What follows belongs to an exercise in optimizing a design on an open flow for small area and a short achievable clock period; a production flow would make more cautious choices. In this exercise RTL edits were held to simulation tests only and were not proved equivalent to the original.

==> flow/design.v, too long to show whole: its modules and the start of the top module <==
// module fir_pipe_1: 1135 lines
// module fa3: 4 lines
module fir_pipe_1(
    input clk,
    input reset_p,
    input [15:0]x,
    output [15:0]y
    );
  // ...
==> flow/flow/run.sh <==
#!/bin/bash
# Standard layout flow, with the timing repair steps asked to leave a setup
# margin below the clock period (the constraints themselves are unchanged).
set -euo pipefail
bash standard.sh SETUP_SLACK_MARGIN=${FLOW_MARGIN:-6.9} finish > standard.log 2>&1
==> flow/standard.sh <==
#!/bin/bash
# synth_recipe.tcl (not shown) runs the flow's synth.tcl, then flattens the netlist and writes it again
# the make line also repeats each setting of config.mk as NAME=value (left out here)
make -C /OpenROAD-flow-scripts/flow DESIGN_CONFIG=/design/flow/config.mk WORK_HOME=/design/flow/orfs CLKGATE_MAP_FILE= SYNTH_SCRIPT=/design/flow/synth_recipe.tcl "${@:-finish}"
==> flow/config.mk <==
export PLATFORM = sky130hd
export DESIGN_NAME = fir_pipe_1
export DESIGN_NICKNAME = fir_pipe_1
export VERILOG_FILES = /design/flow/design.v
export SDC_FILE = /design/flow/constraint.sdc
export NUM_CORES = 4
export LEC_CHECK = 0
export CAP_MARGIN = 20
export CORE_MARGIN = 2
export CORE_UTILIZATION = 50
export CTS_BUF_LIST = sky130_fd_sc_hd__clkbuf_16
export CTS_CLUSTER_DIAMETER = 80
export CTS_CLUSTER_SIZE = 25
export GPL_ROUTABILITY_DRIVEN = 0
export PLACE_DENSITY = 0.7
export SLEW_MARGIN = 20
export SYNTH_HIERARCHICAL = 1
==> flow/constraint.sdc <==
create_clock -name core_clock -period 10.0 [get_ports {clk}]
set_input_delay 2.0000 -clock core_clock [delete_from_list [all_inputs] [get_ports {clk}]]
set_output_delay 2.0000 -clock core_clock [all_outputs]
set_load 0.01 [all_outputs]
==> notes.md, run 1 <==
* Hold Startpoint: d[14][12]
* Status: no timing/DRC/antenna violations
* Largest register FFs at 304
* Clock tree buffer depth at 3
* Synth top area share at 0.4240
* WP depth at 10
* Hold-critical path depth at 0
* Seq/Total Area, Yosys at 0.4454
* Post-synth EDFFs at 0
* Top Layer Used: met4
* Final period utilization at 0.3136
* Clock buffers at 27
* Largest net degree at the start of global routing at 27
* GRT Util Overall at 0.2024
* Setup ws final at 6864 ps
* Largest family of logic cells by synthesized area: adder cells
* Global-route wire length before repair at 73,330 µm
* CP endpoint kind: register
* Taps Inserted at 607
* ANT nets after route at 0
* ANT cells at 0
* Vias in the first global route at 13,032
* Most used DFF post-synth: dfxtp_1
* Syn_area_per_cell at 14.34 µm²
* Pre-CTS setup slack at 6639 ps
* Seq cells at 515
* Placed insts at 2,265
* Setup TNS at 0 ps
* Top class by area: multi-input combinational cells
* Most used cell, CP: fa_1
* Buffers outside the clock class at 59
==> run 2: changes to the inputs <==
--- a/flow/config.mk
+++ b/flow/config.mk
@@ -13,5 +13,4 @@
 export CTS_CLUSTER_SIZE = 25
 export GPL_ROUTABILITY_DRIVEN = 0
-export PLACE_DENSITY = 0.7
 export SLEW_MARGIN = 20
 export SYNTH_HIERARCHICAL = 1
==> run 2 against run 1 <==
First-iteration DRC count fell by 8.2%. Cell area up 0.50%. Critical path depth did not move. Final cell count up 0.69%. Synthesized area unchanged. Via count fell by 0.53%. Clock-buffer cell count unchanged. Sequential cell count did not move. Sequential share of layout area down 0.17 points.
==> notes.md, run 2 <==
* Status: no timing/DRC/antenna violations (unchanged)
* Die span in y at 220.2 µm (unchanged)
* Count leader, synth: dfxtp_1 (unchanged)
* WL final at 47,550 µm (was 46,300 µm)
* Final period utilization at 0.3121 (was 0.3136)
* ANT nets after route at 0 (unchanged)
* Setup TNS at 0 ps (unchanged)
* Hold EP: d[7][2] (was d[15][12])
* Global-route wire length before repair at 73,910 µm (was 73,330 µm)
* Total gr overflow at 0 (unchanged)
* Post-synth EDFFs at 0 (unchanged)
* Final setup viols at 0 (unchanged)
* Hold-critical path depth at 0 (unchanged)
* Hold WS at 321.0 ps (was 313.8 ps)
* Top cells by area, synth: dfxtp_1, fa_1, ha_1, inv_1, dfrtp_1 (unchanged)
* Placed cell area at 0.02443 mm² (unchanged)
* Ys Warns at 9 (unchanged)
* Syn_area_per_cell at 14.34 µm² (unchanged)
* Largest register by flop count: d (unchanged)
* Final net count at 2,281 (was 2,267)
* Slew Limit Headroom at 0.4300 (was 0.4059)
* Startpoint Class: register (unchanged)
* Share of flip-flops with an asynchronous set or reset at 0.03883 (unchanged)
* Dpl hpwl at 38,390 µm (was 37,130 µm)
* Fin. max-slew vios at 0 (unchanged)
* Post-layout util at 0.5566 (was 0.5538)
* # DRC at 0 (unchanged)
* CP required at 10,430 ps (about the same)
* Worst R2R Setup Slack at 6880 ps (was 6860 ps)
* Hold Startpoint: d[6][2] (was d[14][12])
* Clock tree buffer depth at 3 (unchanged)
* MaxCap Viol Count at 0 (unchanged)
* Vias in the first global route at 12,729 (was 13,032)
* Worst slew pin tran at 854.0 ps (was 890.1 ps)
* Largest area contributor in the netlist: dfxtp_1 (unchanged)
* R2R depth at 10 (unchanged)
* Initial antenna violation count at 0 (unchanged)
* Leading cell type in the layout, fill and taps excluded: dfxtp_1 (unchanged)
* Setup CP Type: reg -> reg (unchanged)
* Post-synth net total at 2,185 (unchanged)
* Clk sinks at 515 (unchanged)
* Num CTS Buffers at 26 (was 27)
* Wirelength per Cell at 20.25 µm (was 19.85 µm)
* Worst R2R End: y_r[11] (was y_r[15])
* Clock slew seen by the registers of the worst setup and hold paths at 90 ps (about the same)
* Hold Vio Cnt, Final at 0 (unchanged)
* Post-synthesis cell area at 0.02337 mm² (unchanged)
* CP endpoint kind: register (unchanged)
* Die Area at 0.04849 mm² (unchanged)
* Number of vias per cell at 5.004 (was 5.065)
* Hold Path Class: reg -> reg (unchanged)
* Crit-path max FO at 7 (was 4)
* I/O pin cnt at 34 (unchanged)
* WP data arrival at 3550 ps (was 3570 ps)
* Reg2reg start: rr[84] (was rr[7])
* Seq/Total Area, Yosys at 0.4454 (unchanged)
* Clock latency (worst-skew pair) at 570 ps (was 580 ps)
* Commonest cells post-synth: dfxtp_1, fa_1, inv_1, ha_1, a21oi_1 (unchanged)
* CTS H-Tree Depth at 1 (unchanged)
* Largest net degree at the start of global routing at 27 (unchanged)
* Share of cells above drive strength 1 at 0.1207 (was 0.1096)
* Count of cell types in the netlist at 53 (unchanged)
* GRT Util Overall at 0.2065 (was 0.2024)
* Most used DFF post-synth: dfxtp_1 (unchanged)
* Clk root buf: clkbuf_16 (unchanged)
* Port Buffers at 33 (unchanged)
* Largest registers: d: 304 flops, rr: 106 flops (unchanged)
* CTS tree: yes (unchanged)
* Core area at 0.04636 mm² (unchanged)
* Post-layout min period at 3121 ps (was 3136 ps)
* Largest register FFs at 304 (unchanged)
* Synth Instances at 1,630 (unchanged)
* DRT Pass-1 Iters at 5 (unchanged)
* Final Skew at 12.25 ps (was 23.76 ps)
* RSZ-0062 raised after global routing: yes (unchanged)
* Commonest cells after routing, fill and taps aside: dfxtp_1, fa_1, inv_1, ha_1, a21oi_1 (unchanged)
* Drt initial violations at 726 (was 791)
* Std-Cell Rows at 79 (unchanged)
* Effective utilization at floorplan at 0.5042 (unchanged)
* Fmax at 320.5 MHz (was 318.9 MHz)
* Area growth, synth to finish at 10.40% (was 9.845%)
* Vias at 11,749 (was 11,812)
* Die width at 220.2 µm (unchanged)
* Design area at 0.02580 mm² (was 0.02567 mm²)
* Synth top area share at 0.4240 (unchanged)
* Flops & latches, synth at 515 (unchanged)
## run 2: cell types whose count changed in the layout (fill, tap and decap cells not counted), moves of 3 or more
| cell | change |
|---|---|
| a21oi_2 | +3 |
| buf_4 | +13 |
| dfxtp_4 | +3 |
| fa_1 | -4 |
| fa_2 | +4 |
## run 2: repair_timing
action                     CTS  global route
setup endpoints to repair   69            36
pin swaps                    8            26
gates cloned                 0             0
gates resized for setup    154            65
hold buffers                 0             0
buffers inserted             8            32
## run 2: cell families after synthesis
group                      synth area share
xor gates and xnor gates            0.01761
and+or+nand+nor                     0.03437
muxes                              0.001338
AOI/OAI and AO/OA                   0.04700
buffers and inverters               0.03287
DFF                                  0.4454
adders and majority gates            0.4214
## run 2: per-module statistics from Yosys, one instance, submodules excluded
module      area (µm²)  copies in the design  cells  flops+latches
fa3              20.02                   377      1              0
fir_pipe_1       15830                     1   1253            515
## run 2: worst max-delay path, stage by stage, from the launching register on
cell     delay (ps)
dfxtp_1         320
fa_1            500
fa_1            520
ha_2            330
or2_4           290
a21oi_2         150
a21oi_1          80
a311o_1         370
a21oi_2         190
xor2_1          180
nor2_1           60
## run 2: worst max-delay path by stage
stage	from	end	slack (ps)
finish	rr[84]	y_r[11]	6880
global route	rr[7]	y_r[10]	6760
global placement	rr[7]	y_r[10]	6640
detailed placement	d[15][1]	rr[61]	6620
floorplan	p1[15]	rr[73]	6910
CTS	y_r[12]	y[12]	6740
## run 2: layout make-up
| class | instances | area [µm²] |
|---|---|---|
| fillers | 3734 | 20560 |
| multi-input cells | 914 | 12310 |
| flip-flops and latches | 515 | 10620 |
| well taps | 607 | 759.5 |
| inverters | 195 | 732.0 |
| clock buffers | 27 | 675.6 |
| repair buffers | 74 | 574.3 |
| clock inverters | 15 | 128.9 |
| diodes | 1 | 2.502 |
## run 2: per-layer routing
layer / vias up / routed length, µm / share of wire / global-route usage
li1: 5336 / - / - / -
met1: 5996 / 21450 / 0.45 / 0.2927
met4: 0 / 1749 / 0.037 / 0.07159
met2: 313 / 21510 / 0.45 / 0.3240
met3: 104 / 2847 / 0.060 / 0.03588
met5: - / 0 / 0 / 0
## run 2: through the flow
step / worst slack (ps) / std cells
finish: 6879 / 2348
global route: 6759 / 2347
CTS: 6739 / 2315
detailed placement: 6619 / 2265
global placement: 6643 / 2265
floorplan: 6907 / 1630

## port drivers added, routing unchanged
No port has a modelled driver above. Below, the same layouts with a new extraction and two added sets of constraints.
Step 1 assumes that a clkbuf_16 drives the clock port and a buf_2 every other input.
Step 2 times the ports against the registers' clock, not the clock port: input delays grow and output delays shrink by t, the midpoint of the rising clock arrivals with the driver on.
Slacks: ideal / step 1 / step 2; pairs: ideal / step 1.
| run | t, ns | setup WS [ns] | clock arrival spread, ns |
|---|---|---|---|
| run 1 | 0.627 | 6.864 / 6.863 / 6.864 | 0.025 / 0.025 |
| run 2 | 0.619 | 6.879 / 6.879 / 6.879 | 0.019 / 0.019 |
After both steps setup and hold are still met in every run listed.
